What follows belongs to an exercise in optimizing a design on an open flow for small area and a short achievable clock period; a production flow would make more cautious choices. RTL that was checked went through simulation tests only; none was proved equivalent to the original. Only the layout flow was run in runs 1 to 3; the RTL was not checked for function there. No activity file was given, so power comes from the tool's default toggle rates.

===== design/flow/flow/run.sh =====
#!/bin/bash
# Standard layout, except: ports buffered with buf_1, and full adders left to ABC
# (no extract_fa into sky130 fa/ha cells).
export BUFFER_PORTS_ARGS="-buffer_cell sky130_fd_sc_hd__buf_1"
export ADDER_MAP_FILE=
bash standard.sh > standard.log 2>&1

===== design/flow/standard.sh =====
#!/bin/bash
# synth_recipe.tcl (not shown) runs the flow's synth.tcl, then flattens the netlist and writes it again
# the make line also repeats each setting of config.mk as NAME=value (left out here)
make -C /OpenROAD-flow-scripts/flow DESIGN_CONFIG=/design/flow/config.mk WORK_HOME=/design/flow/orfs CLKGATE_MAP_FILE= SYNTH_SCRIPT=/design/flow/synth_recipe.tcl "${@:-finish}"

===== design/flow/config.mk =====
export PLATFORM = sky130hd
export DESIGN_NAME = tinyalu
export DESIGN_NICKNAME = tinyalu
export VERILOG_FILES = /design/flow/design.v
export SDC_FILE = /design/flow/constraint.sdc
export NUM_CORES = 4
export LEC_CHECK = 0
export CAP_MARGIN = 20
export CORE_MARGIN = 2
export CORE_UTILIZATION = 40
export CTS_BUF_LIST = sky130_fd_sc_hd__clkbuf_8
export SETUP_SLACK_MARGIN = 1.7
export SLEW_MARGIN = 20
export SYNTH_HIERARCHICAL = 1

===== design/flow/constraint.sdc =====
create_clock -name core_clock -period 4.2 [get_ports {clk}]
set_input_delay 0.8400 -clock core_clock [delete_from_list [all_inputs] [get_ports {clk}]]
set_output_delay 0.8400 -clock core_clock [all_outputs]
set_load 0.01 [all_outputs]

===== design/flow/design.v =====
typedef enum logic [2:0] {OP_AND=3'h3, OP_ADD=3'h2, OP_XOR=3'h4, OP_MULT=3'h1, OP_NULL=3'h0} opcode;
`timescale 1 ns / 1 ps
module tinyalu (
	input  [7:0]  A,
	input  [7:0]  B,
	input  [2:0]  op,
	input         clk,
	input         reset_n,
	input         start,
	output        done,
	output [15:0] result
);
wire is_mult = (op == OP_MULT);
wire is_add  = (op == OP_ADD);
wire is_and  = (op == OP_AND);
wire is_xor  = (op == OP_XOR);
reg  [8:0] r_q;
reg        d_q;
wire       r_add = reset_n & is_add;
wire       r_and = reset_n & is_and;
wire       r_xor = reset_n & is_xor;
wire [8:0] sum;
alu_add u_add (.A(A), .B(B), .sum(sum));
wire [8:0] r_d   = ({9{r_add}} & sum) | ({9{r_and}} & {1'b0, A & B}) | ({9{r_xor}} & {1'b0, A ^ B});
always @(posedge clk) begin
	if (!reset_n || is_add || is_and || is_xor)
		r_q <= r_d;
	d_q <= reset_n & start & (is_add | is_and | is_xor);
end
wire        en_m = start & is_mult;
reg  [7:0]  a_q, b_q;
reg  [15-1:0] s_q;
reg  [14-1:0] c_q;
reg  [15:0] m2_q, m_q;
reg  [2:0]  p_q;
reg         v_q;
reg         ci_q;
wire [15-1:0] s_d;
wire [14-1:0] c_d;
wire            ci_d;
wire [15:0]     prod;
mul_cs u_mul (.a_q(a_q), .b_q(b_q), .s_d(s_d), .c_d(c_d), .ci_d(ci_d));
cpa u_cpa (.s_q(s_q), .c_q(c_q), .ci_q(ci_q), .prod(prod));
always @(posedge clk) begin
	if (en_m) begin
		a_q  <= A;
		b_q  <= B;
		s_q  <= s_d;
		c_q  <= c_d;
		ci_q <= ci_d;
		m2_q <= prod;
		m_q  <= m2_q;
	end
end
always @(posedge clk) begin
	if (!reset_n) begin
		p_q <= 3'd0;
		v_q <= 1'b0;
	end else if (en_m) begin
		p_q <= {p_q[1] & p_q[0], p_q[1] ^ p_q[0], ~p_q[0] & ~p_q[2]};
		v_q <= v_q | (p_q == 3'd3);
	end
end
wire sel_m = is_mult & v_q;
assign done   = is_mult ? p_q[2] : d_q;
assign result = ({16{sel_m}} & m_q) | ({16{~is_mult}} & {7'd0, r_q});
endmodule
module alu_add (
	input  [7:0] A,
	input  [7:0] B,
	output [8:0] sum
);
assign sum = A + B;
endmodule
module mul_cs (
	input  [7:0]        a_q,
	input  [7:0]        b_q,
	output [15-1:0]   s_d,
	output [14-1:0]   c_d,
	output              ci_d
);
	wire pp0_0 = a_q[0] & b_q[0];
	wire pp0_1 = a_q[0] & b_q[1];
	wire pp0_2 = a_q[0] & b_q[2];
	wire pp0_3 = a_q[0] & b_q[3];
	wire pp0_4 = a_q[0] & b_q[4];
	wire pp0_5 = a_q[0] & b_q[5];
	wire pp0_6 = a_q[0] & b_q[6];
	wire pp0_7 = a_q[0] & b_q[7];
	wire pp1_0 = a_q[1] & b_q[0];
	wire pp1_1 = a_q[1] & b_q[1];
	wire pp1_2 = a_q[1] & b_q[2];
	wire pp1_3 = a_q[1] & b_q[3];
	wire pp1_4 = a_q[1] & b_q[4];
	wire pp1_5 = a_q[1] & b_q[5];
	wire pp1_6 = a_q[1] & b_q[6];
	wire pp1_7 = a_q[1] & b_q[7];
	wire pp2_0 = a_q[2] & b_q[0];
	wire pp2_1 = a_q[2] & b_q[1];
	wire pp2_2 = a_q[2] & b_q[2];
	wire pp2_3 = a_q[2] & b_q[3];
	wire pp2_4 = a_q[2] & b_q[4];
	wire pp2_5 = a_q[2] & b_q[5];
	wire pp2_6 = a_q[2] & b_q[6];
	wire pp2_7 = a_q[2] & b_q[7];
	wire pp3_0 = a_q[3] & b_q[0];
	wire pp3_1 = a_q[3] & b_q[1];
	wire pp3_2 = a_q[3] & b_q[2];
	wire pp3_3 = a_q[3] & b_q[3];
	wire pp3_4 = a_q[3] & b_q[4];
	wire pp3_5 = a_q[3] & b_q[5];
	wire pp3_6 = a_q[3] & b_q[6];
	wire pp3_7 = a_q[3] & b_q[7];
	wire pp4_0 = a_q[4] & b_q[0];
	wire pp4_1 = a_q[4] & b_q[1];
	wire pp4_2 = a_q[4] & b_q[2];
	wire pp4_3 = a_q[4] & b_q[3];
	wire pp4_4 = a_q[4] & b_q[4];
	wire pp4_5 = a_q[4] & b_q[5];
	wire pp4_6 = a_q[4] & b_q[6];
	wire pp4_7 = a_q[4] & b_q[7];
	wire pp5_0 = a_q[5] & b_q[0];
	wire pp5_1 = a_q[5] & b_q[1];
	wire pp5_2 = a_q[5] & b_q[2];
	wire pp5_3 = a_q[5] & b_q[3];
	wire pp5_4 = a_q[5] & b_q[4];
	wire pp5_5 = a_q[5] & b_q[5];
	wire pp5_6 = a_q[5] & b_q[6];
	wire pp5_7 = a_q[5] & b_q[7];
	wire pp6_0 = a_q[6] & b_q[0];
	wire pp6_1 = a_q[6] & b_q[1];
	wire pp6_2 = a_q[6] & b_q[2];
	wire pp6_3 = a_q[6] & b_q[3];
	wire pp6_4 = a_q[6] & b_q[4];
	wire pp6_5 = a_q[6] & b_q[5];
	wire pp6_6 = a_q[6] & b_q[6];
	wire pp6_7 = a_q[6] & b_q[7];
	wire pp7_0 = a_q[7] & b_q[0];
	wire pp7_1 = a_q[7] & b_q[1];
	wire pp7_2 = a_q[7] & b_q[2];
	wire pp7_3 = a_q[7] & b_q[3];
	wire pp7_4 = a_q[7] & b_q[4];
	wire pp7_5 = a_q[7] & b_q[5];
	wire pp7_6 = a_q[7] & b_q[6];
	wire pp7_7 = a_q[7] & b_q[7];
	wire hs1 = pp0_6 ^ pp1_5;
	wire hc2 = pp0_6 & pp1_5;
	wire fs3 = pp0_7 ^ pp1_6 ^ pp2_5;
	wire fc4 = (pp0_7 & pp1_6) | (pp0_7 & pp2_5) | (pp1_6 & pp2_5);
	wire hs5 = pp3_4 ^ pp4_3;
	wire hc6 = pp3_4 & pp4_3;
	wire fs7 = pp1_7 ^ pp2_6 ^ pp3_5;
	wire fc8 = (pp1_7 & pp2_6) | (pp1_7 & pp3_5) | (pp2_6 & pp3_5);
	wire hs9 = pp4_4 ^ pp5_3;
	wire hc10 = pp4_4 & pp5_3;
	wire fs11 = pp2_7 ^ pp3_6 ^ pp4_5;
	wire fc12 = (pp2_7 & pp3_6) | (pp2_7 & pp4_5) | (pp3_6 & pp4_5);
	wire hs13 = pp0_4 ^ pp1_3;
	wire hc14 = pp0_4 & pp1_3;
	wire fs15 = pp0_5 ^ pp1_4 ^ pp2_3;
	wire fc16 = (pp0_5 & pp1_4) | (pp0_5 & pp2_3) | (pp1_4 & pp2_3);
	wire hs17 = pp3_2 ^ pp4_1;
	wire hc18 = pp3_2 & pp4_1;
	wire fs19 = hs1 ^ pp2_4 ^ pp3_3;
	wire fc20 = (hs1 & pp2_4) | (hs1 & pp3_3) | (pp2_4 & pp3_3);
	wire fs21 = pp4_2 ^ pp5_1 ^ pp6_0;
	wire fc22 = (pp4_2 & pp5_1) | (pp4_2 & pp6_0) | (pp5_1 & pp6_0);
	wire fs23 = fs3 ^ hs5 ^ pp5_2;
	wire fc24 = (fs3 & hs5) | (fs3 & pp5_2) | (hs5 & pp5_2);
	wire fs25 = pp6_1 ^ pp7_0 ^ hc2;
	wire fc26 = (pp6_1 & pp7_0) | (pp6_1 & hc2) | (pp7_0 & hc2);
	wire fs27 = fs7 ^ hs9 ^ pp6_2;
	wire fc28 = (fs7 & hs9) | (fs7 & pp6_2) | (hs9 & pp6_2);
	wire fs29 = pp7_1 ^ fc4 ^ hc6;
	wire fc30 = (pp7_1 & fc4) | (pp7_1 & hc6) | (fc4 & hc6);
	wire fs31 = fs11 ^ pp5_4 ^ pp6_3;
	wire fc32 = (fs11 & pp5_4) | (fs11 & pp6_3) | (pp5_4 & pp6_3);
	wire fs33 = pp7_2 ^ fc8 ^ hc10;
	wire fc34 = (pp7_2 & fc8) | (pp7_2 & hc10) | (fc8 & hc10);
	wire fs35 = pp3_7 ^ pp4_6 ^ pp5_5;
	wire fc36 = (pp3_7 & pp4_6) | (pp3_7 & pp5_5) | (pp4_6 & pp5_5);
	wire fs37 = pp6_4 ^ pp7_3 ^ fc12;
	wire fc38 = (pp6_4 & pp7_3) | (pp6_4 & fc12) | (pp7_3 & fc12);
	wire fs39 = pp4_7 ^ pp5_6 ^ pp6_5;
	wire fc40 = (pp4_7 & pp5_6) | (pp4_7 & pp6_5) | (pp5_6 & pp6_5);
	wire hs41 = pp0_3 ^ pp1_2;
	wire hc42 = pp0_3 & pp1_2;
	wire fs43 = hs13 ^ pp2_2 ^ pp3_1;
	wire fc44 = (hs13 & pp2_2) | (hs13 & pp3_1) | (pp2_2 & pp3_1);
	wire fs45 = fs15 ^ hs17 ^ pp5_0;
	wire fc46 = (fs15 & hs17) | (fs15 & pp5_0) | (hs17 & pp5_0);
	wire fs47 = fs19 ^ fs21 ^ fc16;
	wire fc48 = (fs19 & fs21) | (fs19 & fc16) | (fs21 & fc16);
	wire fs49 = fs23 ^ fs25 ^ fc20;
	wire fc50 = (fs23 & fs25) | (fs23 & fc20) | (fs25 & fc20);
	wire fs51 = fs27 ^ fs29 ^ fc24;
	wire fc52 = (fs27 & fs29) | (fs27 & fc24) | (fs29 & fc24);
	wire fs53 = fs31 ^ fs33 ^ fc28;
	wire fc54 = (fs31 & fs33) | (fs31 & fc28) | (fs33 & fc28);
	wire fs55 = fs35 ^ fs37 ^ fc32;
	wire fc56 = (fs35 & fs37) | (fs35 & fc32) | (fs37 & fc32);
	wire fs57 = fs39 ^ pp7_4 ^ fc36;
	wire fc58 = (fs39 & pp7_4) | (fs39 & fc36) | (pp7_4 & fc36);
	wire fs59 = pp5_7 ^ pp6_6 ^ pp7_5;
	wire fc60 = (pp5_7 & pp6_6) | (pp5_7 & pp7_5) | (pp6_6 & pp7_5);
	wire hs61 = pp0_2 ^ pp1_1;
	wire hc62 = pp0_2 & pp1_1;
	wire fs63 = hs41 ^ pp2_1 ^ pp3_0;
	wire fc64 = (hs41 & pp2_1) | (hs41 & pp3_0) | (pp2_1 & pp3_0);
	wire fs65 = fs43 ^ pp4_0 ^ hc42;
	wire fc66 = (fs43 & pp4_0) | (fs43 & hc42) | (pp4_0 & hc42);
	wire fs67 = fs45 ^ hc14 ^ fc44;
	wire fc68 = (fs45 & hc14) | (fs45 & fc44) | (hc14 & fc44);
	wire fs69 = fs47 ^ hc18 ^ fc46;
	wire fc70 = (fs47 & hc18) | (fs47 & fc46) | (hc18 & fc46);
	wire fs71 = fs49 ^ fc22 ^ fc48;
	wire fc72 = (fs49 & fc22) | (fs49 & fc48) | (fc22 & fc48);
	wire fs73 = fs51 ^ fc26 ^ fc50;
	wire fc74 = (fs51 & fc26) | (fs51 & fc50) | (fc26 & fc50);
	wire fs75 = fs53 ^ fc30 ^ fc52;
	wire fc76 = (fs53 & fc30) | (fs53 & fc52) | (fc30 & fc52);
	wire fs77 = fs55 ^ fc34 ^ fc54;
	wire fc78 = (fs55 & fc34) | (fs55 & fc54) | (fc34 & fc54);
	wire fs79 = fs57 ^ fc38 ^ fc56;
	wire fc80 = (fs57 & fc38) | (fs57 & fc56) | (fc38 & fc56);
	wire fs81 = fs59 ^ fc40 ^ fc58;
	wire fc82 = (fs59 & fc40) | (fs59 & fc58) | (fc40 & fc58);
	wire fs83 = pp6_7 ^ pp7_6 ^ fc60;
	wire fc84 = (pp6_7 & pp7_6) | (pp6_7 & fc60) | (pp7_6 & fc60);
	assign s_d = {pp7_7, fs83, fs81, fs79, fs77, fs75, fs73, fs71, fs69, fs67, fs65, fs63, hs61, pp0_1, pp0_0};
	assign c_d = {fc84, fc82, fc80, fc78, fc76, fc74, fc72, fc70, fc68, fc66, fc64, hc62, pp2_0, pp1_0};
	assign ci_d = 1'b0;
endmodule
module cpa (
	input  [15-1:0] s_q,
	input  [14-1:0] c_q,
	input             ci_q,
	output [15:0]     prod
);
assign prod = s_q + ({c_q, 1'b0} << (1 - 1)) + ({15'd0, ci_q} << 1);
endmodule

==> metrics.md, run 1 <==
| Metric | Value |
|---|---|
| Status | `timing/DRC/antenna clean` |
| Hold Path Depth | `0` |
| Worst-path cell chain | `buf_8 > or3b_4 > buf_6 > mux2_4 > clkbuf_2` |
| Post-route DRC violation count | `0` |
| Fin crit share | `0.658` |
| Worst Hold Class | `reg -> reg` |
| Grt total ovfl | `0` |
| Clk_skew | `0.0123 ns` |
| Nets | `about 690` |
| Post-Syn Instances | `639` |
| Starting density of the core | `0.409` |
| Max cap viols | `0` |
| Pwr dens | `about 290 mW/mm^2` |
| GPL Wtd Cong | `a little under 0.8` |
| Switching part of the total power | `0.275` |
| Dominant synthesized flop cell | `edfxtp_1` |
| Worst path bufs/invs | `3` |
| Die Area | `roughly 0.017 mm^2` |
| Hold_ws | `between 0.4 and 0.5 ns` |
| Slowest CP cell | `or3b_4` |
| Final Critical Period | `between 2 and 3 ns` |
| Clock share of power | `0.310` |
| Syn Nets | `661` |
| CP Launch Point | `op[2]` |
| Mean area per synthesized cell | `10.2 um^2` |
| Leakage power total | `between 2 and 3 nW` |
| Synth top area share | `0.402` |
| Number of synthesized flops with an enable pin | `87` |
| Top post-synthesis cells by area | `edfxtp_1 (40%), xnor2_1 (12%), nand2_1 (5.2%)` |
| Worst reg2reg setup slack | `around 1.7 ns` |
| Port buffer count | `38` |
| Placed Area | `around 0.0065 mm^2` |
| Worst R2R Start | `b_q[7]$_DFFE_PP_` |
| Detailed Route Iter0 Violations | `roughly 340` |
| Setup TNS | `0 ns` |
| Layout area overhead | `10.8%` |
| CTS sink count | `between 90 and 100` |
| Largest net degree at the start of global routing | `84` |
| Yosys warnings | `7` |
| FF+latch count, synth | `92` |
| Sequential element share of the synthesized area | `0.418` |
| Worst vdd ir | `between 0.0001 and 0.00015 V` |
| Post-CTS Hold Buffers | `0` |
| Nature of the critical path endpoint | `output port` |
| H-tree level count | `3` |
| Compound-gate portion of the synthesized area | `0.136` |
| First-pass GRT wire length | `slightly above 20000 um` |
| Setup WS pre-CTS | `about 1.1 ns` |
| Slew Limit Headroom | `0.337` |
| Final antenna-violating net count | `0` |
| Share of cells above drive strength 1 | `0.176` |
| Post-route setup slack | `about 1.4 ns` |
| Inserted Clock Buffers | `9` |
| Min-delay src | `m2_q[15]$_DFFE_PP_` |
| Die Span X | `131 um` |
| Antenna violations before repair | `0` |
| Final setup vio count | `0` |
| Comb power frac | `0.182` |
| Clock latency (worst-skew pair) | `around 0.37 ns` |
| Critical Path RT | `about 3.4 ns` |
| Routed WL per cell | `14.5 um` |
| Global Route Usage Sum | `0.148` |
| Largest family of logic cells by synthesized area | `XOR/XNOR gates` |
| CP startpoint kind | `input port` |
| Via density per instance | `between 5 and 6` |
| Power Internal | `1.51 mW` |
| Vias | `~4600` |
| Clock slew at reported path FFs | `approximately 0.090 ns` |
| Synth Area in Simple Gates | `0.134` |
| RSZ-0062 raised after global routing | `true` |
| Highest Clock Rate | `362 MHz` |
| Worst-margin pin slew | `approximately 0.99 ns` |
| Synth Cell Area | `roughly 0.0065 mm^2` |
| Count leader, synth | `xnor2_1` |
| Hold Path Sink | `m_q[15]$_DFFE_PP_` |
| Root buffer selected by CTS | `clkbuf_8` |
| Hold Fails Final Rpt | `0` |
| Max stage delay on crit path | `around 0.44 ns` |
| Library cells used by synthesis | `68` |
| WS Path Type | `in -> out` |
| IO Pins | `39` |
| WL final | `between 10000 and 15000 um` |
| Die height | `131 um` |
| CTS tree | `yes` |
| CORE AREA | `roughly 0.016 mm^2` |
| Async set or reset register ratio after synthesis | `0` |
| Top delay family on crit path | `simple AND/OR/NAND/NOR gates` |
| Mux contribution to synthesized area | `0.00694` |
| Arr. time, crit path | `1.93 ns` |
| Worst R2R End | `c_q[10]$_DFFE_PP_` |
| N_diodes | `0` |
| Final Max Tran Viols | `0` |
| Post-Layout Inst Area | `around 0.007 mm^2` |
| DP HPWL | `around 8700 um` |
| Switch Pwr | `0.570 mW` |
| CP max FO | `4` |
| Vias in the first global route | `4239` |
| Sequential power share | `0.508` |
| Clock buffer depth | `2` |
| TritonRoute pass-1 iters | `5` |
| Worst Reg-to-Reg Cells | `8` |
| Adder-cell share of the synthesized area | `0.0507` |
| Leading area contributor after synthesis | `edfxtp_1` |
| Synth cell count leaders | `xnor2_1 (92), nand2_1 (90), edfxtp_1 (87)` |
| Row Count | `46` |
| Synth Area in XOR/XNOR | `0.181` |
-- cell families after synthesis --
family	Yosys count
adders and majority gates	32
muxes	4
xor gates and xnor gates	126
DFF	92
and+or+nand+nor	184
other	1
buffers and inverters	72
AOI/OAI and AO/OA	128
-- per-stage QoR --
stage	util	std cells	power, mW
6_report	0.453	892	2.08
5_1_grt	0.453	892	2.16
4_1_cts	0.440	877	2.08
3_5_place_dp	0.409	833	1.41
3_3_place_gp	0.409	833	1.40
2_1_floorplan	-	639	1.39
-- worst max path at each step --
stage | endpoint | cells past startpoint
2_1_floorplan | done | 3
3_3_place_gp | result[15] | 5
3_5_place_dp | result[0] | 5
4_1_cts | result[13] | 6
5_1_grt | result[6] | 6
6_report | done | 5
-- final cells by class --
cell class                      instances  area (um^2)
Clock buffer                            9          124
Clock inverter                          7         87.6
Fill cell                            1479         8690
Inverter                               11         41.3
Multi-Input combinational cell        475         3410
Sequential cell                        92         2710
Tap cell                              216          270
Timing Repair Buffer                   82          553
-- cells in the final DEF (no fill, tap or decap), types with 4 or more instances in the layout --
| cell | instances |
|---|---|
| buf_6 | 4 |
| maj3_1 | 22 |
| xor2_1 | 28 |
| xnor2_1 | 87 |
| inv_1 | 11 |
| clkbuf_8 | 9 |
| nand2_1 | 90 |
| a32oi_1 | 10 |
| nand3_1 | 9 |
| nor2_1 | 31 |
| buf_2 | 16 |
| buf_1 | 18 |
| o211ai_1 | 5 |
| maj3_2 | 10 |
| a21boi_0 | 4 |
| nor3_1 | 7 |
| buf_4 | 40 |
| o21ai_0 | 35 |
| and2_1 | 20 |
| xnor2_2 | 4 |
| a21oi_1 | 27 |
| o31ai_1 | 5 |
| a31oi_1 | 5 |
| a22o_1 | 9 |
| edfxtp_1 | 87 |
| dfxtp_1 | 5 |
-- registers in the layout, indices dropped and copies added, names as in the netlist, 3 cells and up --
signal,cells
a_q,8
b_q,8
c_q,14
m2_q,16
m_q,16
p_q,3
r_q,9
s_q,15
-- what timing repair did --
item                                    in CTS  in global routing
endpoints found under the setup margin      23                 24
buffers inserted                            28                 15
gates resized for setup                     30                 18
pin swaps                                    7                 14
-- power by group through the flow --
stage / registers [mW] / logic, mW / clock network [mW]
finish: 1.06 / 0.379 / 0.643
global route: 1.06 / 0.414 / 0.692
CTS: 1.06 / 0.354 / 0.665
detailed placement: 1.09 / 0.326 / 0
global placement: 1.08 / 0.316 / 0
floorplan: 1.06 / 0.328 / 0
-- Yosys stat by module, one instance, submodules excluded --
module   area [um^2]  flops+latches
alu_add          370              0
mul_cs          1870              0
cpa             1010              0
tinyalu         3250             92
-- per-layer routing --
metal / global-route usage / part of all wire
met4: 0.0731 / 0.030
met5: 0 / 0
met1: 0.189 / 0.45
met2: 0.244 / 0.49
met3: 0.0216 / 0.033
-- worst register-to-register path, delay by kind of cell (launching register included) --
kind	cells	cell delay (ns)
flip-flops	1	0.44
buffers and inverters	1	0.18
AND/OR/NAND/NOR	1	0.10
adder cells (fa/ha/maj)	1	0.37
XOR/XNOR	2	0.79
AO/OA/AOI/OAI	3	0.49
==> inputs of run 2 (changes only) <==
--- a/design/flow/design.v
+++ b/design/flow/design.v
@@ -30,55 +30,11 @@
 wire        en_m = start & is_mult;
 reg  [7:0]  a_q, b_q;
 reg  [15-1:0] s_q;
-reg  [14-1:0] c_q;
+reg  [7-1:0] c_q;
 reg  [15:0] m2_q, m_q;
 reg  [2:0]  p_q;
 reg         v_q;
 reg         ci_q;
-wire [15-1:0] s_d;
-wire [14-1:0] c_d;
-wire            ci_d;
-wire [15:0]     prod;
-mul_cs u_mul (.a_q(a_q), .b_q(b_q), .s_d(s_d), .c_d(c_d), .ci_d(ci_d));
-cpa u_cpa (.s_q(s_q), .c_q(c_q), .ci_q(ci_q), .prod(prod));
-always @(posedge clk) begin
-	if (en_m) begin
-		a_q  <= A;
-		b_q  <= B;
-		s_q  <= s_d;
-		c_q  <= c_d;
-		ci_q <= ci_d;
-		m2_q <= prod;
-		m_q  <= m2_q;
-	end
-end
-always @(posedge clk) begin
-	if (!reset_n) begin
-		p_q <= 3'd0;
-		v_q <= 1'b0;
-	end else if (en_m) begin
-		p_q <= {p_q[1] & p_q[0], p_q[1] ^ p_q[0], ~p_q[0] & ~p_q[2]};
-		v_q <= v_q | (p_q == 3'd3);
-	end
-end
-wire sel_m = is_mult & v_q;
-assign done   = is_mult ? p_q[2] : d_q;
-assign result = ({16{sel_m}} & m_q) | ({16{~is_mult}} & {7'd0, r_q});
-endmodule
-module alu_add (
-	input  [7:0] A,
-	input  [7:0] B,
-	output [8:0] sum
-);
-assign sum = A + B;
-endmodule
-module mul_cs (
-	input  [7:0]        a_q,
-	input  [7:0]        b_q,
-	output [15-1:0]   s_d,
-	output [14-1:0]   c_d,
-	output              ci_d
-);
 	wire pp0_0 = a_q[0] & b_q[0];
 	wire pp0_1 = a_q[0] & b_q[1];
 	wire pp0_2 = a_q[0] & b_q[2];
@@ -227,15 +183,52 @@
 	wire fc82 = (fs59 & fc40) | (fs59 & fc58) | (fc40 & fc58);
 	wire fs83 = pp6_7 ^ pp7_6 ^ fc60;
 	wire fc84 = (pp6_7 & pp7_6) | (pp6_7 & fc60) | (pp7_6 & fc60);
-	assign s_d = {pp7_7, fs83, fs81, fs79, fs77, fs75, fs73, fs71, fs69, fs67, fs65, fs63, hs61, pp0_1, pp0_0};
-	assign c_d = {fc84, fc82, fc80, fc78, fc76, fc74, fc72, fc70, fc68, fc66, fc64, hc62, pp2_0, pp1_0};
-	assign ci_d = 1'b0;
+	wire hs85 = pp0_1 ^ pp1_0;
+	wire hc86 = pp0_1 & pp1_0;
+	wire fs87 = hs61 ^ pp2_0 ^ hc86;
+	wire fc88 = (hs61 & pp2_0) | (hs61 & hc86) | (pp2_0 & hc86);
+	wire fs89 = fs63 ^ hc62 ^ fc88;
+	wire fc90 = (fs63 & hc62) | (fs63 & fc88) | (hc62 & fc88);
+	wire fs91 = fs65 ^ fc64 ^ fc90;
+	wire fc92 = (fs65 & fc64) | (fs65 & fc90) | (fc64 & fc90);
+	wire fs93 = fs67 ^ fc66 ^ fc92;
+	wire fc94 = (fs67 & fc66) | (fs67 & fc92) | (fc66 & fc92);
+	wire fs95 = fs69 ^ fc68 ^ fc94;
+	wire fc96 = (fs69 & fc68) | (fs69 & fc94) | (fc68 & fc94);
+	wire fs97 = fs71 ^ fc70 ^ fc96;
+	wire fc98 = (fs71 & fc70) | (fs71 & fc96) | (fc70 & fc96);
+	wire [15-1:0] s_d = {pp7_7, fs83, fs81, fs79, fs77, fs75, fs73, fs97, fs95, fs93, fs91, fs89, fs87, hs85, pp0_0};
+	wire [7-1:0] c_d = {fc84, fc82, fc80, fc78, fc76, fc74, fc72};
+	wire ci_d = fc98;
+	wire [15:0] prod = s_q + ({c_q, 1'b0} << (8 - 1)) + ({15'd0, ci_q} << 8);
+always @(posedge clk) begin
+	if (en_m) begin
+		a_q  <= A;
+		b_q  <= B;
+		s_q  <= s_d;
+		c_q  <= c_d;
+		ci_q <= ci_d;
+		m2_q <= prod;
+		m_q  <= m2_q;
+	end
+end
+always @(posedge clk) begin
+	if (!reset_n) begin
+		p_q <= 3'd0;
+		v_q <= 1'b0;
+	end else if (en_m) begin
+		p_q <= {p_q[1] & p_q[0], p_q[1] ^ p_q[0], ~p_q[0] & ~p_q[2]};
+		v_q <= v_q | (p_q == 3'd3);
+	end
+end
+wire sel_m = is_mult & v_q;
+assign done   = is_mult ? p_q[2] : d_q;
+assign result = ({16{sel_m}} & m_q) | ({16{~is_mult}} & {7'd0, r_q});
 endmodule
-module cpa (
-	input  [15-1:0] s_q,
-	input  [14-1:0] c_q,
-	input             ci_q,
-	output [15:0]     prod
+module alu_add (
+	input  [7:0] A,
+	input  [7:0] B,
+	output [8:0] sum
 );
-assign prod = s_q + ({c_q, 1'b0} << (1 - 1)) + ({15'd0, ci_q} << 1);
+assign sum = A + B;
 endmodule
==> metrics.md, run 2 <==
| Metric | Value |
|---|---|
| Status | `timing/DRC/antenna clean (unchanged)` |
| Mean area per synthesized cell | `9.61 um^2 (was 10.2 um^2)` |
| Final core utilization | `0.522 (was 0.453)` |
| Layout area overhead | `28.8% (was 10.8%)` |
| Synth cell count leaders | `nand2_1 (130), edfxtp_1 (80), xnor2_1 (72) (was xnor2_1 (92), nand2_1 (90), edfxtp_1 (87))` |
| Final Max Tran Viols | `0 (unchanged)` |
| Top post-synthesis cells by area | `edfxtp_1 (43%), xnor2_1 (11%), nand2_1 (8.8%) (was edfxtp_1 (40%), xnor2_1 (12%), nand2_1 (5.2%))` |
| Largest net degree at the start of global routing | `38 (was 84)` |
| Syn Nets | `601 (was 661)` |
| Post-CTS Hold Buffers | `0 (unchanged)` |
| CTS sink count | `85 (was 92)` |
| DP HPWL | `8530 um (was 8710 um)` |
| Final setup vio count | `0 (unchanged)` |
| Worst Hold Class | `reg -> reg (unchanged)` |
| First-pass GRT wire length | `21200 um (was 20700 um)` |
| Die Area | `0.0149 mm^2 (was 0.0173 mm^2)` |
| Synth top area share | `0.432 (was 0.402)` |
| Port buffer count | `38 (unchanged)` |
| RSZ-0062 raised after global routing | `true (unchanged)` |
| FF+latch count, synth | `85 (was 92)` |
| CP Launch Point | `a_q[0]$_DFFE_PP_ (was op[2])` |
| Starting density of the core | `0.406 (was 0.409)` |
| Setup WS pre-CTS | `1.23 ns (was 1.14 ns)` |
| Hold_ws | `0.423 ns (was 0.424 ns)` |
| Fin crit share | `0.693 (was 0.658)` |
| Comb power frac | `0.237 (was 0.182)` |
| Share of cells above drive strength 1 | `0.297 (was 0.176)` |
| Yosys warnings | `7 (unchanged)` |
| IO Pins | `39 (unchanged)` |
| Clk_skew | `0.0125 ns (was 0.0123 ns)` |
| Sequential power share | `0.453 (was 0.508)` |
| Max cap viols | `0 (unchanged)` |
| Post-Syn Instances | `579 (was 639)` |
| Final Critical Period | `2.91 ns (was 2.77 ns)` |
| Most frequent cells in the layout | `nand2_1 (112), edfxtp_1 (80), buf_4 (63) (was nand2_1 (90), xnor2_1 (87), edfxtp_1 (87))` |
| Nets | `700 (was 693)` |
| TritonRoute pass-1 iters | `7 (was 5)` |
| Synth Cell Area | `0.00556 mm^2 (was 0.00649 mm^2)` |
| Detailed Route Iter0 Violations | `420 (was 339)` |
| Fillers | `1230 (was 1479)` |
| CP startpoint kind | `flop (was input port)` |
| N_diodes | `0 (unchanged)` |
| Slew Limit Headroom | `0.473 (was 0.337)` |
| Power Internal | `1.56 mW (was 1.51 mW)` |
| WS Path Type | `reg -> reg (was in -> out)` |
| Leading area contributor after synthesis | `edfxtp_1 (unchanged)` |
| Post-route setup slack | `1.29 ns (was 1.43 ns)` |
| Pwr dens | `300 mW/mm^2 (was 289 mW/mm^2)` |
| Commonest non-fill, non-tap cell in the layout | `nand2_1 (unchanged)` |
| WL final | `14100 um (was 13000 um)` |
| Switch Pwr | `0.588 mW (was 0.570 mW)` |
| Setup TNS | `0 ns (unchanged)` |
| Switching part of the total power | `0.273 (was 0.275)` |
| CP max FO | `5 (was 4)` |
| Hold Fails Final Rpt | `0 (unchanged)` |
| Worst reg2reg setup slack | `1.29 ns (was 1.69 ns)` |
| Clock latency (worst-skew pair) | `0.37 ns (about the same)` |
| Root buffer selected by CTS | `clkbuf_8 (unchanged)` |
| Routed WL per cell | `16.3 um (was 14.5 um)` |
| Worst-margin pin slew | `0.787 ns (was 0.994 ns)` |
| H-tree level count | `3 (unchanged)` |
| Count leader, synth | `nand2_1 (was xnor2_1)` |
| CORE AREA | `0.0137 mm^2 (was 0.0159 mm^2)` |
| Critical Path RT | `4.41 ns (was 3.36 ns)` |
| Library cells used by synthesis | `52 (was 68)` |
| Worst vdd ir | `0.000141 V (was 0.000145 V)` |
| Sequential element share of the synthesized area | `0.450 (was 0.418)` |
| Clock slew at reported path FFs | `0.09 ns (about the same)` |
| Min-delay src | `m2_q[1]$_DFFE_PP_ (was m2_q[15]$_DFFE_PP_)` |
| GPL Wtd Cong | `0.878 (was 0.785)` |
| Worst R2R Start | `a_q[0]$_DFFE_PP_ (was b_q[7]$_DFFE_PP_)` |
| Clock buffer depth | `2 (unchanged)` |
| Highest Clock Rate | `344 MHz (was 362 MHz)` |
| Number of synthesized flops with an enable pin | `80 (was 87)` |
| CTS tree | `yes (unchanged)` |
| Inserted Clock Buffers | `9 (unchanged)` |
| Nature of the critical path endpoint | `flop (was output port)` |
| Vias in the first global route | `4294 (was 4239)` |
| Arr. time, crit path | `3.12 ns (was 1.93 ns)` |
| Vias | `4659 (was 4596)` |
| Global Route Usage Sum | `0.183 (was 0.148)` |
| Dominant synthesized flop cell | `edfxtp_1 (unchanged)` |
| Via density per instance | `5.40 (was 5.15)` |
| Async set or reset register ratio after synthesis | `0 (unchanged)` |
| Final antenna-violating net count | `0 (unchanged)` |
| Largest regs | `m2_q: 16 flops, m_q: 16 flops, s_q: 15 flops (unchanged)` |
| Die height | `122 um (was 131 um)` |
| Row Count | `43 (was 46)` |
| Die Span X | `122 um (was 131 um)` |
| Antenna violations before repair | `0 (unchanged)` |
| Leakage power total | `2.74 nW (was 2.57 nW)` |
| Post-route DRC violation count | `0 (unchanged)` |
| Clock share of power | `0.310 (about the same)` |
| Grt total ovfl | `0 (unchanged)` |
==> run 2: cell types whose count changed after synthesis, moves of 7 or more <==
| cell | delta |
|---|---|
| buf_4 | -31 |
| nand2_1 | +40 |
| xnor2_1 | -20 |
| a22o_1 | -8 |
| and3_1 | +8 |
| a21oi_1 | -10 |
| xor2_1 | +11 |
| o21ai_0 | -23 |
| edfxtp_1 | -7 |
| and2_1 | -11 |
| nand3_1 | +8 |
==> run 2: logic make-up (layout without fill, tap and decap cells) <==
| kind of cell | after synthesis | after routing | share of synthesized area |
|---|---|---|---|
| and+or+nand+nor | 228 | 231 | 0.180 |
| DFF | 85 | 85 | 0.450 |
| AOI/OAI and AO/OA | 83 | 83 | 0.105 |
| xor gates and xnor gates | 114 | 114 | 0.184 |
| adders and majority gates | 28 | 28 | 0.0522 |
| buffers and inverters | 41 | 142 | 0.0290 |
==> run 2: what timing repair did <==
| action | in CTS | in global routing |
|---|---|---|
| pin swaps | 20 | 41 |
| endpoints found under the setup margin | 28 | 69 |
| hold endpoints to repair | 0 | 0 |
| setup buffers | 57 | 16 |
| resized for setup | 38 | 93 |
| cloned | 3 | 1 |
==> run 2: metal layers <==
metal  GRT usage  vias up  part of all wire
met2       0.318      140              0.50
met4      0.0826        0             0.032
met5           0        -                 0
met3      0.0262       48             0.037
met1       0.226     2246              0.43
li1            -     2225                 -
==> run 2: final timing paths <==
check / endpoint / depth (start not counted)
max: s_q[7]$_DFFE_PP_ / 11
min: m_q[1]$_DFFE_PP_ / 0
max reg2reg: s_q[7]$_DFFE_PP_ / 11
min reg2reg: m_q[1]$_DFFE_PP_ / 0
==> run 2: final cells by class <==
type	count	area (um^2)	share of cell area
clock inverters	5	81.3	0.0113
clock buffers	11	151	0.0211
repair buffers	112	826	0.115
multi-input cells	456	3320	0.463
repair inverters	1	5.00	0.000698
well taps	180	225	0.0314
flip-flops and latches	85	2500	0.349
inverters	13	52.6	0.00733
==> run 2: per-module statistics from Yosys (local to each module, per instance) <==
module   times used  cell area [um^2]
alu_add           1               370
tinyalu           1              5190
==> run 2: per-stage QoR <==
step,cells,total power [mW],cell area [um^2]
5_1_grt,863,2.23,7170
6_report,863,2.15,7170
2_1_floorplan,579,1.27,5650
3_5_place_dp,770,1.36,5880
3_3_place_gp,770,1.35,5880
4_1_cts,846,2.09,6690
==> run 2: critical path, stage by stage (launching register included) <==
cell	delay (ns)
edfxtp_1	0.51
buf_4	0.21
buf_4	0.13
nand2_1	0.08
a21o_1	0.15
a31oi_2	0.14
o32ai_2	0.29
o211ai_1	0.12
a21o_1	0.26
or4b_1	0.52
nand4b_1	0.13
xor2_1	0.19
==> run 2: power groups by stage <==
| stage | sequential (mW) | combinational (mW) | clock (mW) |
|---|---|---|---|
| after floorplan | 0.984 | 0.286 | 0 |
| after global placement | 1.00 | 0.343 | 0 |
| after detailed placement | 1.00 | 0.354 | 0 |
| after CTS | 0.974 | 0.444 | 0.673 |
| after global routing | 0.977 | 0.548 | 0.710 |
| final | 0.975 | 0.510 | 0.666 |
==> inputs of run 3 (changes only) <==
--- a/design/flow/design.v
+++ b/design/flow/design.v
@@ -30,7 +30,7 @@
 wire        en_m = start & is_mult;
 reg  [7:0]  a_q, b_q;
 reg  [15-1:0] s_q;
-reg  [7-1:0] c_q;
+reg  [9-1:0] c_q;
 reg  [15:0] m2_q, m_q;
 reg  [2:0]  p_q;
 reg         v_q;
@@ -193,14 +193,10 @@
 	wire fc92 = (fs65 & fc64) | (fs65 & fc90) | (fc64 & fc90);
 	wire fs93 = fs67 ^ fc66 ^ fc92;
 	wire fc94 = (fs67 & fc66) | (fs67 & fc92) | (fc66 & fc92);
-	wire fs95 = fs69 ^ fc68 ^ fc94;
-	wire fc96 = (fs69 & fc68) | (fs69 & fc94) | (fc68 & fc94);
-	wire fs97 = fs71 ^ fc70 ^ fc96;
-	wire fc98 = (fs71 & fc70) | (fs71 & fc96) | (fc70 & fc96);
-	wire [15-1:0] s_d = {pp7_7, fs83, fs81, fs79, fs77, fs75, fs73, fs97, fs95, fs93, fs91, fs89, fs87, hs85, pp0_0};
-	wire [7-1:0] c_d = {fc84, fc82, fc80, fc78, fc76, fc74, fc72};
-	wire ci_d = fc98;
-	wire [15:0] prod = s_q + ({c_q, 1'b0} << (8 - 1)) + ({15'd0, ci_q} << 8);
+	wire [15-1:0] s_d = {pp7_7, fs83, fs81, fs79, fs77, fs75, fs73, fs71, fs69, fs93, fs91, fs89, fs87, hs85, pp0_0};
+	wire [9-1:0] c_d = {fc84, fc82, fc80, fc78, fc76, fc74, fc72, fc70, fc68};
+	wire ci_d = fc94;
+	wire [15:0] prod = s_q + ({c_q, 1'b0} << (6 - 1)) + ({15'd0, ci_q} << 6);
 always @(posedge clk) begin
 	if (en_m) begin
 		a_q  <= A;
==> design/flow/flow/run.sh (replaced) <==
#!/bin/bash
# Layout flow: the standard flow (standard.sh, ORFS) with these changes only:
#  - the ports are buffered with sky130_fd_sc_hd__buf_1 (BUFFER_PORTS_ARGS);
#  - synthesis does not extract full/half adders into fa/ha cells (ADDER_MAP_FILE
#    empty), so ABC maps the adders;
#  - ABC maps module alu_add with ORFS's speed script and the rest of the design
#    with flow/abc_area_d.script (delay-oriented mapping with area recovery).
# Synthesis is otherwise the standard flow's own script (synth_recipe.tcl: synth -nofsm -noshare,
# flatten, rename), so the registers are the standard synthesis's.
set -euo pipefail
W=$PWD
F=$W/flow
python3 $F/patch_synth.py "$FLOW_HOME/scripts/synth.tcl" $W/synth_my.tcl > patch.log 2>&1
sed "s#^source \$::env(SCRIPTS_DIR)/synth.tcl#source $W/synth_my.tcl#" synth_recipe.tcl > synth_recipe_my.tcl
grep -q "^source $W/synth_my.tcl" synth_recipe_my.tcl
sed "s#SYNTH_SCRIPT=[^ ]*synth_recipe.tcl#SYNTH_SCRIPT=$W/synth_recipe_my.tcl#" standard.sh > standard_my.sh
grep -q "SYNTH_SCRIPT=$W/synth_recipe_my.tcl" standard_my.sh
export BUFFER_PORTS_ARGS="-buffer_cell sky130_fd_sc_hd__buf_1"
export ADDER_MAP_FILE=
export MY_ABC_SCRIPT=$F/abc_area_d.script
export MY_ABC_SPEED_MODULES=alu_add
bash standard_my.sh > standard.log 2>&1
==> design/flow/flow/abc_area_d.script (new file) <==
strash
&get -n
&fraig -x
&put
scorr
dc2
dretime
strash
&get -n
&dch -f
&nf {D}
&put
buffer -c
topo
stime -c
upsize -c {D}
dnsize -c {D}
==> design/flow/flow/patch_synth.py (new file) <==
#!/usr/bin/env python3
"""Write a copy of ORFS's synth.tcl (argv[1]) to argv[2] in which the ABC mapping
step maps the modules in MY_ABC_SPEED_MODULES with ORFS's own script and the rest
with the script MY_ABC_SCRIPT. Nothing else in synthesis changes."""
import sys
src = open(sys.argv[1]).read()
old = "  log_cmd abc {*}$abc_args\n"
new = """  if { [info exists ::env(MY_ABC_SPEED_MODULES)] } {
    foreach m $::env(MY_ABC_SPEED_MODULES) { log_cmd abc {*}$abc_args $m }
  }
  log_cmd abc {*}[lreplace $abc_args 1 1 $::env(MY_ABC_SCRIPT)]
"""
assert src.count(old) == 1, "abc call not found in synth.tcl"
open(sys.argv[2], "w").write(src.replace(old, new))
==> metrics.md, run 3 <==
| Metric | Value |
|---|---|
| Clock share of power | `0.279 (was 0.310)` |
| GPL Wtd Cong | `0.831 (was 0.878)` |
| Leakage power total | `2.45 nW (was 2.74 nW)` |
| Post-route DRC violation count | `0 (unchanged)` |
| Slew Limit Headroom | `0.422 (was 0.473)` |
| Sequential power share | `0.531 (was 0.453)` |
| Share of cells above drive strength 1 | `0.228 (was 0.297)` |
| Power Internal | `1.37 mW (was 1.56 mW)` |
| Routed WL per cell | `14.8 um (was 16.3 um)` |
| FF+latch count, synth | `87 (was 85)` |
| Grt peak-use layer | `met2 (unchanged)` |
| Post-CTS Hold Buffers | `0 (unchanged)` |
| Global Route Usage Sum | `0.160 (was 0.183)` |
| N_diodes | `0 (unchanged)` |
| Library cells used by synthesis | `57 (was 52)` |
| Setup TNS | `0 ns (unchanged)` |
| Count leader, synth | `edfxtp_1 (was nand2_1)` |
| Antenna violations before repair | `0 (unchanged)` |
| CORE AREA | `0.0132 mm^2 (was 0.0137 mm^2)` |
| Syn Nets | `540 (was 601)` |
| WS Path Type | `in -> out (was reg -> reg)` |
| Hold Fails Final Rpt | `0 (unchanged)` |
| Pwr dens | `291 mW/mm^2 (was 300 mW/mm^2)` |
| First-pass GRT wire length | `18300 um (was 21200 um)` |
| Fin crit share | `0.608 (was 0.693)` |
| Clk_skew | `0.00742 ns (was 0.0125 ns)` |
| Die Span X | `120 um (was 122 um)` |
| Comb power frac | `0.190 (was 0.237)` |
| H-tree level count | `3 (unchanged)` |
| Vias in the first global route | `3773 (was 4294)` |
| Switching part of the total power | `0.269 (was 0.273)` |
| Sequential element share of the synthesized area | `0.473 (was 0.450)` |
| Worst-margin pin slew | `0.863 ns (was 0.787 ns)` |
| Final Max Tran Viols | `0 (unchanged)` |
| Post-Syn Instances | `518 (was 579)` |
| Port buffer count | `38 (unchanged)` |
| Max cap viols | `0 (unchanged)` |
| Final antenna-violating net count | `0 (unchanged)` |
| Detailed Route Iter0 Violations | `292 (was 420)` |
| Synth cell count leaders | `edfxtp_1 (82), nand2_1 (74), xnor2_1 (54) (was nand2_1 (130), edfxtp_1 (80), xnor2_1 (72))` |
| Arr. time, crit path | `1.72 ns (was 3.12 ns)` |
| Nets | `613 (was 700)` |
| CTS tree | `yes (unchanged)` |
| Met3 Track Usage GR | `0.0283 (was 0.0262)` |
| Most frequent cells in the layout | `edfxtp_1 (82), nand2_1 (69), xnor2_1 (54) (was nand2_1 (112), edfxtp_1 (80), buf_4 (63))` |
| CP max FO | `4 (was 5)` |
| Layout area overhead | `18.9% (was 28.8%)` |
| Final setup vio count | `0 (unchanged)` |
| Vias | `4017 (was 4659)` |
| Async set or reset register ratio after synthesis | `0 (unchanged)` |
| Inserted Clock Buffers | `9 (unchanged)` |
| Final Critical Period | `2.56 ns (was 2.91 ns)` |
| Die Area | `0.0145 mm^2 (was 0.0149 mm^2)` |
| Clock slew at reported path FFs | `0.09 ns (about the same)` |
| Critical Path RT | `3.36 ns (was 4.41 ns)` |
| TritonRoute pass-1 iters | `4 (was 7)` |
| Grt total ovfl | `0 (unchanged)` |
| Number of synthesized flops with an enable pin | `82 (was 80)` |
| Via density per instance | `5.20 (was 5.40)` |
| Clock latency (worst-skew pair) | `0.35 ns (was 0.37 ns)` |
| Clock buffer depth | `2 (unchanged)` |
| Die height | `120 um (was 122 um)` |
| Switch Pwr | `0.503 mW (was 0.588 mW)` |
| Mean area per synthesized cell | `10.4 um^2 (was 9.61 um^2)` |
| Root buffer selected by CTS | `clkbuf_8 (unchanged)` |
| IO Pins | `39 (unchanged)` |
| Yosys warnings | `7 (unchanged)` |
| RSZ-0062 raised after global routing | `true (unchanged)` |
| Highest Clock Rate | `391 MHz (was 344 MHz)` |
| Worst vdd ir | `0.000134 V (was 0.000141 V)` |
| Design Power | `1.87 mW (was 2.15 mW)` |
| Synth top area share | `0.455 (was 0.432)` |
| Hold_ws | `0.421 ns (was 0.423 ns)` |
| Row Count | `42 (was 43)` |
| Top post-synthesis cells by area | `edfxtp_1 (45%), xnor2_1 (8.7%), nand2_1 (5.1%) (was edfxtp_1 (43%), xnor2_1 (11%), nand2_1 (8.8%))` |
| Largest regs | `m2_q: 16 flops, m_q: 16 flops, s_q: 15 flops (unchanged)` |
| WL final | `11400 um (was 14100 um)` |
| Fillers | `1237 (was 1230)` |
| Nature of the critical path endpoint | `output port (was flop)` |
| Largest net degree at the start of global routing | `44 (was 38)` |
| Post-Layout Inst Area | `0.00643 mm^2 (was 0.00717 mm^2)` |
| Status | `timing/DRC/antenna clean (unchanged)` |
| Leading area contributor after synthesis | `edfxtp_1 (unchanged)` |
| Seq. cell area | `0.00256 mm^2 (was 0.00250 mm^2)` |
| Area of the multi-input gates | `0.00292 mm^2 (was 0.00332 mm^2)` |
| Starting density of the core | `0.409 (was 0.406)` |
| CTS sink count | `87 (was 85)` |
| Dominant synthesized flop cell | `edfxtp_1 (unchanged)` |
| Placed Area | `0.00569 mm^2 (was 0.00588 mm^2)` |
| DP HPWL | `7810 um (was 8530 um)` |
| Commonest non-fill, non-tap cell in the layout | `edfxtp_1 (was nand2_1)` |
| CP startpoint kind | `input port (was flop)` |
| Met1 Use GR | `0.211 (was 0.226)` |
| Worst Hold Class | `reg -> reg (unchanged)` |
| Met2 GRT Util | `0.264 (was 0.318)` |
| Synth Cell Area | `0.00541 mm^2 (was 0.00556 mm^2)` |
run 3: changes by cell type after synthesis, moves of 10 or more:
cell	change
o21ai_0	+12
clkbuf_1	-10
xor2_1	-10
xnor2_1	-18
a22o_1	+13
nand2_1	-56
run 3: stage by stage:
step,utilization,worst slack (ns),instances
after floorplan,-,1.57,518
after global placement,0.430,1.41,712
after detailed placement,0.430,1.35,712
after CTS,0.463,1.68,758
after global routing,0.486,1.59,772
final,0.486,1.64,772
run 3: worst paths after layout:
check	start	end	slack, ns	depth (start not counted)
worst max-delay path	op[2]	result[0]	1.64	6
worst min-delay path	s_q[2]$_DFFE_PP_	m2_q[2]$_DFFE_PP_	0.42	0
worst max register to register	b_q[7]$_DFFE_PP_	c_q[2]$_DFFE_PP_	1.70	7
worst min register to register	s_q[2]$_DFFE_PP_	m2_q[2]$_DFFE_PP_	0.42	0
run 3: Yosys stat by module, one instance, submodules excluded:
module,flops+latches,cells,cell area [um^2],copies in the design
alu_add,0,55,370,1
tinyalu,87,463,5040,1
run 3: cell families after synthesis:
group | after synthesis | synth area share
flip-flops | 87 | 0.473
AND/OR/NAND/NOR | 180 | 0.158
XOR/XNOR | 92 | 0.166
adder cells (fa/ha/maj) | 19 | 0.0354
AO/OA/AOI/OAI | 110 | 0.140
buffers and inverters | 30 | 0.0275
run 3: power groups by stage:
stage	clock network (mW)	logic [mW]	registers [mW]
global route	0.578	0.393	0.996
global placement	0	0.293	1.02
detailed placement	0	0.300	1.02
floorplan	0	0.245	1.01
CTS	0.544	0.323	0.993
finish	0.522	0.355	0.993
run 3: what timing repair did:
action / 4_1_cts / 5_1_grt
endpoints found under the setup margin: 24 / 65
gates resized for setup: 15 / 72
gates cloned: 0 / 3
pin swaps: 3 / 32
setup buffers: 30 / 11
run 3: area by class of cell:
type / count / area share
clock buffer: 9 / 0.0192
clock inverter: 7 / 0.00894
inverter: 8 / 0.00525
multi-input combinational: 403 / 0.454
sequential: 87 / 0.398
tap: 176 / 0.0342
timing repair buffer: 81 / 0.0797
timing repair inverter: 1 / 0.000778
run 3: layer usage:
metal  up-vias  routed length, um
li1       2018                  -
met1      1911               5090
met2        75               5720
met3        13                475
met4         0                149
met5         -                  0
run 3: critical path: stages:
cell and delay [ns]:
buf_8 0.10, nor2_4 0.17, buf_12 0.13, and3_4 0.21
a22o_1 0.13, buf_2 0.13
==> inputs of run 4 (changes only) <==
--- a/design/flow/design.v
+++ b/design/flow/design.v
@@ -30,7 +30,7 @@
 wire        en_m = start & is_mult;
 reg  [7:0]  a_q, b_q;
 reg  [15-1:0] s_q;
-reg  [9-1:0] c_q;
+reg  [14-1:0] c_q;
 reg  [15:0] m2_q, m_q;
 reg  [2:0]  p_q;
 reg         v_q;
@@ -183,20 +183,10 @@
 	wire fc82 = (fs59 & fc40) | (fs59 & fc58) | (fc40 & fc58);
 	wire fs83 = pp6_7 ^ pp7_6 ^ fc60;
 	wire fc84 = (pp6_7 & pp7_6) | (pp6_7 & fc60) | (pp7_6 & fc60);
-	wire hs85 = pp0_1 ^ pp1_0;
-	wire hc86 = pp0_1 & pp1_0;
-	wire fs87 = hs61 ^ pp2_0 ^ hc86;
-	wire fc88 = (hs61 & pp2_0) | (hs61 & hc86) | (pp2_0 & hc86);
-	wire fs89 = fs63 ^ hc62 ^ fc88;
-	wire fc90 = (fs63 & hc62) | (fs63 & fc88) | (hc62 & fc88);
-	wire fs91 = fs65 ^ fc64 ^ fc90;
-	wire fc92 = (fs65 & fc64) | (fs65 & fc90) | (fc64 & fc90);
-	wire fs93 = fs67 ^ fc66 ^ fc92;
-	wire fc94 = (fs67 & fc66) | (fs67 & fc92) | (fc66 & fc92);
-	wire [15-1:0] s_d = {pp7_7, fs83, fs81, fs79, fs77, fs75, fs73, fs71, fs69, fs93, fs91, fs89, fs87, hs85, pp0_0};
-	wire [9-1:0] c_d = {fc84, fc82, fc80, fc78, fc76, fc74, fc72, fc70, fc68};
-	wire ci_d = fc94;
-	wire [15:0] prod = s_q + ({c_q, 1'b0} << (6 - 1)) + ({15'd0, ci_q} << 6);
+	wire [15-1:0] s_d = {pp7_7, fs83, fs81, fs79, fs77, fs75, fs73, fs71, fs69, fs67, fs65, fs63, hs61, pp0_1, pp0_0};
+	wire [14-1:0] c_d = {fc84, fc82, fc80, fc78, fc76, fc74, fc72, fc70, fc68, fc66, fc64, hc62, pp2_0, pp1_0};
+	wire ci_d = 1'b0;
+	wire [15:0] prod = s_q + ({c_q, 1'b0} << (1 - 1)) + ({15'd0, ci_q} << 1);
 always @(posedge clk) begin
 	if (en_m) begin
 		a_q  <= A;
--- a/design/flow/flow/run.sh
+++ b/design/flow/flow/run.sh
@@ -19,4 +19,5 @@
 export ADDER_MAP_FILE=
 export MY_ABC_SCRIPT=$F/abc_area_d.script
 export MY_ABC_SPEED_MODULES=alu_add
+export RECOVER_POWER=100
 bash standard_my.sh > standard.log 2>&1
==> metrics.md, run 4 <==
| Metric | Value |
|---|---|
| Via density per instance | `5.12 (was 5.20)` |
| Row Count | `42 (unchanged)` |
| Nature of the critical path endpoint | `flop (was output port)` |
| Hold Fails Final Rpt | `0 (unchanged)` |
| CTS sink count | `91 (was 87)` |
| Count leader, synth | `edfxtp_1 (unchanged)` |
| Fillers | `1242 (was 1237)` |
| Final antenna-violating net count | `0 (unchanged)` |
| WS Path Type | `in -> reg (was in -> out)` |
| N_diodes | `0 (unchanged)` |
| Top delay family on crit path | `buffers and inverters (was simple AND/OR/NAND/NOR gates)` |
| Final setup vio count | `0 (unchanged)` |
| Worst Hold Class | `reg -> reg (unchanged)` |
| GPL Wtd Cong | `0.817 (was 0.831)` |
| Worst-margin pin slew | `1.81 ns (was 0.863 ns)` |
| CP startpoint kind | `input port (unchanged)` |
| Clock latency (worst-skew pair) | `0.36 ns (was 0.35 ns)` |
| Final Critical Period | `3.06 ns (was 2.56 ns)` |
| CTS tree | `yes (unchanged)` |
| Met3 Track Usage GR | `0.0239 (was 0.0283)` |
| Nets | `610 (was 613)` |
| Vias in the first global route | `3500 (was 3773)` |
| Detailed Route Iter0 Violations | `255 (was 292)` |
| FF+latch count, synth | `91 (was 87)` |
| Max cap viols | `1 (was 0)` |
| Synth Cell Area | `0.00553 mm^2 (was 0.00541 mm^2)` |
| Most frequent cells in the layout | `edfxtp_1 (86), nand2_1 (76), xnor2_1 (60) (was edfxtp_1 (82), nand2_1 (69), xnor2_1 (54))` |
| Antenna violations before repair | `0 (unchanged)` |
| RSZ-0062 raised after global routing | `true (unchanged)` |
| Async set or reset register ratio after synthesis | `0 (unchanged)` |
| Inserted Clock Buffers | `9 (unchanged)` |
| Grt peak-use layer | `met2 (unchanged)` |
| Leakage power total | `2.26 nW (was 2.45 nW)` |
| Setup TNS | `0 ns (unchanged)` |
| Sequential element share of the synthesized area | `0.485 (was 0.473)` |
| Number of synthesized flops with an enable pin | `86 (was 82)` |
| Max stage delay on crit path | `1.29 ns (was 0.21 ns)` |
| Root buffer selected by CTS | `clkbuf_8 (unchanged)` |
| Layout area overhead | `12.9% (was 18.9%)` |
| Syn Nets | `554 (was 540)` |
| Synth cell count leaders | `edfxtp_1 (86), nand2_1 (80), nor2_1 (61) (was edfxtp_1 (82), nand2_1 (74), xnor2_1 (54))` |
| First-pass GRT wire length | `16900 um (was 18300 um)` |
| Commonest non-fill, non-tap cell in the layout | `edfxtp_1 (unchanged)` |
| CORE AREA | `0.0133 mm^2 (was 0.0132 mm^2)` |
| WL final | `10700 um (was 11400 um)` |
| Mean area per synthesized cell | `10.4 um^2 (about the same)` |
| Slew Limit Headroom | `-0.209 (was 0.422)` |
| Synth top area share | `0.467 (was 0.455)` |
| CP max FO | `77 (was 4)` |
| Vias | `3936 (was 4017)` |
| Clock buffer depth | `2 (unchanged)` |
| Pwr dens | `316 mW/mm^2 (was 291 mW/mm^2)` |
| Arr. time, crit path | `3.02 ns (was 1.72 ns)` |
| Starting density of the core | `0.414 (was 0.409)` |
| Clock slew at reported path FFs | `0.08 ns (was 0.09 ns)` |
| Dominant synthesized flop cell | `edfxtp_1 (unchanged)` |
| SO Faults | `capacitance limit, slew limit` |
| Design Power | `1.97 mW (was 1.87 mW)` |
| Library cells used by synthesis | `65 (was 57)` |
| Worst path bufs/invs | `4 (was 3)` |
| H-tree level count | `3 (unchanged)` |
| Port buffer count | `38 (unchanged)` |
| Share of cells above drive strength 1 | `0.121 (was 0.228)` |
| Worst vdd ir | `0.000175 V (was 0.000134 V)` |
| Critical Path RT | `4.16 ns (was 3.36 ns)` |
| Yosys warnings | `7 (unchanged)` |
| Largest regs | `m2_q: 16 flops, m_q: 16 flops, s_q: 15 flops (unchanged)` |
| Status | `complete, but fails checks (was timing/DRC/antenna clean)` |
| Highest Clock Rate | `327 MHz (was 391 MHz)` |
| Die Span X | `122 um (was 120 um)` |
| Final Max Tran Viols | `78 (was 0)` |
| Crit-path most repeated cell | `clkbuf_1` |
| Slowest CP cell | `clkbuf_2 (was and3_4)` |
| DP HPWL | `7430 um (was 7810 um)` |
| Met1 Use GR | `0.202 (was 0.211)` |
| TritonRoute pass-1 iters | `4 (unchanged)` |
| Leading area contributor after synthesis | `edfxtp_1 (unchanged)` |
| Post-Syn Instances | `532 (was 518)` |
| Largest net degree at the start of global routing | `78 (was 44)` |
| Post-route DRC violation count | `0 (unchanged)` |
| Die height | `122 um (was 120 um)` |
| IO Pins | `39 (unchanged)` |
| Top post-synthesis cells by area | `edfxtp_1 (47%), xnor2_1 (9.5%), nand2_1 (5.4%) (was edfxtp_1 (45%), xnor2_1 (8.7%), nand2_1 (5.1%))` |
| Die Area | `0.0148 mm^2 (was 0.0145 mm^2)` |
| Met2 GRT Util | `0.237 (was 0.264)` |
| Clk_skew | `0.0149 ns (was 0.00742 ns)` |
| Fin crit share | `0.728 (was 0.608)` |
| Worst-path cell chain | `clkbuf_1 > and2_0 > clkbuf_1 > nand2_4 > clkinvlp_2 > clkbuf_2 (was buf_8 > nor2_4 > buf_12 > and3_4 > a22o_1 > buf_2)` |
| Global Route Usage Sum | `0.147 (was 0.160)` |
| Routed WL per cell | `13.9 um (was 14.8 um)` |
| Grt total ovfl | `0 (unchanged)` |
run 4: cell types whose count changed after synthesis, moves of 5 or more:
cell,change
xor2_1,-6
nand2_1,+6
a21boi_0,-6
nor2_1,+24
nand3_1,-9
xnor2_1,+6
o21ai_0,-7
maj3_1,-7
and2_1,+5
run 4: power by group:
group	switching (mW)	internal (mW)	total, mW	leakage (nW)
clock	0.298	0.334	0.632	0.107
sequential	0.0204	1.02	1.04	0.864
combinational	0.165	0.135	0.300	1.29
total	0.484	1.49	1.97	2.26
run 4: worst paths after layout:
path | startpoint | endpoint | slack [ns] | depth (start not counted)
worst max register to register | c_q[1]$_DFFE_PP_ | m2_q[14]$_DFFE_PP_ | 1.36 | 10
worst max-delay path | op[0] | b_q[3]$_DFFE_PP_ | 1.14 | 6
worst min-delay path | m2_q[12]$_DFFE_PP_ | m_q[12]$_DFFE_PP_ | 0.42 | 0
worst min register to register | m2_q[12]$_DFFE_PP_ | m_q[12]$_DFFE_PP_ | 0.42 | 0
run 4: routing by layer:
layer  vias to the layer above  wire [um]  part of all wire
li1                       2031          -                 -
met1                      1800       5290              0.49
met2                        92       4880              0.45
met3                        13        390             0.036
met4                         0        160             0.015
met5                         -          0                 0
run 4: Yosys stat by module (local to each module, per instance):
| module | flops+latches | area [um^2] | cells inside | times used |
|---|---|---|---|---|
| tinyalu | 91 | 5160 | 477 | 1 |
| alu_add | 0 | 370 | 55 | 1 |
run 4: metrics by stage:
stage | cell area (um^2) | std cells | hold WS (ns) | setup WS [ns] | utilization
finish | 6240 | 769 | 0.424 | 1.14 | 0.468
global route | 6240 | 769 | 0.430 | 0.923 | 0.468
CTS | 6120 | 746 | 0.425 | 1.67 | 0.459
detailed placement | 5810 | 724 | 0.405 | 1.50 | 0.435
global placement | 5810 | 724 | 0.403 | 1.59 | 0.435
floorplan | 5560 | 532 | 0.400 | 1.51 | -
run 4: cell type report:
type	count	area, um^2	area share
inverters	7	27.5	0.00441
well taps	176	220	0.0353
repair buffers	66	373	0.0597
multi-input cells	413	2730	0.436
clock buffers	9	124	0.0198
clock inverters	7	92.6	0.0148
flip-flops and latches	91	2680	0.430
run 4: repair_timing:
item | CTS | global route
pin swaps | 1 | 29
gates cloned | 1 | 1
setup endpoints to repair | 16 | 29
gates resized for setup | 15 | 48
hold buffers | 0 | 0
buffers inserted | 5 | 22
run 4: logic make-up after synthesis:
| group | Yosys count | share of synthesized area |
|---|---|---|
| xor gates and xnor gates | 91 | 0.158 |
| AOI/OAI and AO/OA | 109 | 0.145 |
| and+or+nand+nor | 198 | 0.162 |
| adders and majority gates | 13 | 0.0244 |
| DFF | 91 | 0.485 |
| buffers and inverters | 30 | 0.0253 |
==> inputs of run 5 (changes only) <==
--- a/design/flow/flow/run.sh
+++ b/design/flow/flow/run.sh
@@ -19,5 +19,4 @@
 export ADDER_MAP_FILE=
 export MY_ABC_SCRIPT=$F/abc_area_d.script
 export MY_ABC_SPEED_MODULES=alu_add
-export RECOVER_POWER=100
 bash standard_my.sh > standard.log 2>&1
==> metrics.md, run 5 <==
| Metric | Value |
|---|---|
| Status | `timing/DRC/antenna clean (was complete, but fails checks)` |
| Hold Fails Final Rpt | `0 (unchanged)` |
| Global Route Usage Sum | `0.147 (unchanged)` |
| Die Area | `0.0148 mm^2 (unchanged)` |
| WL final | `10700 um (about the same)` |
| Via density per instance | `5.12 (unchanged)` |
| Top post-synthesis cells by area | `edfxtp_1 (47%), xnor2_1 (9.5%), nand2_1 (5.4%) (unchanged)` |
| Commonest non-fill, non-tap cell in the layout | `edfxtp_1 (unchanged)` |
| Share of cells above drive strength 1 | `0.182 (was 0.121)` |
| Met2 GRT Util | `0.237 (unchanged)` |
| Final antenna-violating net count | `0 (unchanged)` |
| Routed WL per cell | `13.9 um (about the same)` |
| Nature of the critical path endpoint | `output port (was flop)` |
| CTS sink count | `91 (unchanged)` |
| Vias | `3936 (unchanged)` |
| Setup TNS | `0 ns (unchanged)` |
| CTS tree | `yes (unchanged)` |
| Worst R2R End | `s_q[8]$_DFFE_PP_ (was m2_q[14]$_DFFE_PP_)` |
| Pwr dens | `309 mW/mm^2 (was 316 mW/mm^2)` |
| Post-Syn Instances | `532 (unchanged)` |
| Arr. time, crit path | `1.63 ns (was 3.02 ns)` |
| Layout area overhead | `16.3% (was 12.9%)` |
| Port buffer count | `38 (unchanged)` |
| Met1 Use GR | `0.202 (unchanged)` |
| Hold Path Depth | `0 (unchanged)` |
| Row Count | `42 (unchanged)` |
| H-tree level count | `3 (unchanged)` |
| Worst Reg-to-Reg Cells | `10 (unchanged)` |
| Worst reg2reg setup slack | `1.74 ns (was 1.36 ns)` |
| Mean area per synthesized cell | `10.4 um^2 (unchanged)` |
| Max cap viols | `0 (was 1)` |
| Hold_ws | `0.423 ns (was 0.424 ns)` |
| Nets | `610 (unchanged)` |
| Final Critical Period | `2.47 ns (was 3.06 ns)` |
| Post-route DRC violation count | `0 (unchanged)` |
| First-pass GRT wire length | `16900 um (unchanged)` |
| Detailed Route Iter0 Violations | `243 (was 255)` |
| Slew Limit Headroom | `0.382 (was -0.209)` |
| Grt peak-use layer | `met2 (unchanged)` |
| Final core utilization | `0.482 (was 0.468)` |
| Root buffer selected by CTS | `clkbuf_8 (unchanged)` |
| Worst-margin pin slew | `0.927 ns (was 1.81 ns)` |
| Worst R2R Start | `b_q[7]$_DFFE_PP_ (was c_q[1]$_DFFE_PP_)` |
| CP startpoint kind | `input port (unchanged)` |
| Starting density of the core | `0.414 (unchanged)` |
| Die height | `122 um (unchanged)` |
| Clk_skew | `0.0148 ns (was 0.0149 ns)` |
| Die Span X | `122 um (unchanged)` |
| Grt total ovfl | `0 (unchanged)` |
| Highest Clock Rate | `404 MHz (was 327 MHz)` |
| Met3 Track Usage GR | `0.0239 (unchanged)` |
| Fin crit share | `0.589 (was 0.728)` |
| Final setup vio count | `0 (unchanged)` |
| Leading area contributor after synthesis | `edfxtp_1 (unchanged)` |
| Post-CTS Hold Buffers | `0 (unchanged)` |
| GPL Wtd Cong | `0.817 (unchanged)` |
| IO Pins | `39 (unchanged)` |
| Final Max Tran Viols | `0 (was 78)` |
| Vias in the first global route | `3500 (unchanged)` |
| Fillers | `1205 (was 1242)` |
| Count leader, synth | `edfxtp_1 (unchanged)` |
| RSZ-0062 raised after global routing | `true (unchanged)` |
| Yosys warnings | `7 (unchanged)` |
| Worst vdd ir | `0.000175 V (about the same)` |
| Worst Hold Class | `reg -> reg (unchanged)` |
| Synth Cell Area | `0.00553 mm^2 (unchanged)` |
| Largest regs | `m2_q: 16 flops, m_q: 16 flops, s_q: 15 flops (unchanged)` |
| DP HPWL | `7430 um (unchanged)` |
| Largest net degree at the start of global routing | `78 (unchanged)` |
| Library cells used by synthesis | `65 (unchanged)` |
| Clock latency (worst-skew pair) | `0.36 ns (about the same)` |
==> run 5: cell counts after synthesis <==
Identical to the previous run, type by type.
==> run 5: routing by layer <==
| metal | up-vias | routed length (um) |
|---|---|---|
| met5 | - | 0 |
| met3 | 14 | 364 |
| met4 | 0 | 168 |
| met2 | 88 | 4920 |
| li1 | 2029 | - |
| met1 | 1805 | 5220 |
==> run 5: final cells by class <==
cell class	count	share of cell area
clock buffer	9	0.0193
clock inverter	7	0.0144
inverter	7	0.00467
multi-input combinational	413	0.446
sequential	91	0.417
tap	176	0.0342
timing repair buffer	66	0.0646
==> run 5: cell families after synthesis <==
group,Yosys count,synth area share
compound gates,109,0.145
xor+xnor,91,0.158
fa+ha+maj,13,0.0244
buf+inv,30,0.0253
flops,91,0.485
simple gates,198,0.162
==> run 5: critical path: stages <==
cell    delay, ns
buf_8        0.10
nor2_4       0.18
and3_4       0.25
a22o_1       0.14
buf_2        0.13
==> run 5: repair_timing <==
item / CTS / global route
pin swaps: 1 / 29
resized for setup: 15 / 48
gates cloned: 1 / 1
buffers inserted: 5 / 22
hold endpoints to repair: 0 / 0
setup endpoints to repair: 16 / 29
==> run 5: through the flow <==
step / cells / cell area, um^2 / setup WS [ns] / power, mW
finish: 769 / 6430 / 1.73 / 1.99
global route: 769 / 6430 / 1.59 / 2.08
CTS: 746 / 6120 / 1.67 / 1.99
detailed placement: 724 / 5810 / 1.50 / 1.35
global placement: 724 / 5810 / 1.59 / 1.34
floorplan: 532 / 5560 / 1.51 / 1.28
==> run 5: where the power goes <==
group / switching, mW / internal, mW / total (mW)
logic: 0.169 / 0.144 / 0.313
registers: 0.0209 / 1.02 / 1.04
clock network: 0.298 / 0.334 / 0.632
==> run 5: how the worst max path moves through the flow <==
stage / startpoint / endpoint / cells after the start / slack, ns
finish: op[2] / result[7] / 5 / 1.73
detailed placement: A[1] / r_q[6]$_DFFE_PP_ / 8 / 1.50
global placement: op[2] / result[1] / 5 / 1.59
floorplan: op[2] / a_q[0]$_DFFE_PP_ / 5 / 1.51
global route: b_q[7]$_DFFE_PP_ / s_q[8]$_DFFE_PP_ / 10 / 1.59
CTS: op[1] / result[15] / 5 / 1.67
==> run 5: modules after synthesis (local to each module, per instance) <==
module | area (um^2) | copies in the design | cells inside | flops+latches
alu_add | 370 | 1 | 55 | 0
tinyalu | 5160 | 1 | 477 | 91

Re-timed with assumed drivers on the ports (clkbuf_16 on the clock, buf_2 on other inputs), run 5 has 1.686 ns of setup slack against 1.725 ns with ideal ports, and 1.502 ns once port delays also move by the mid clock arrival of 0.390 ns.
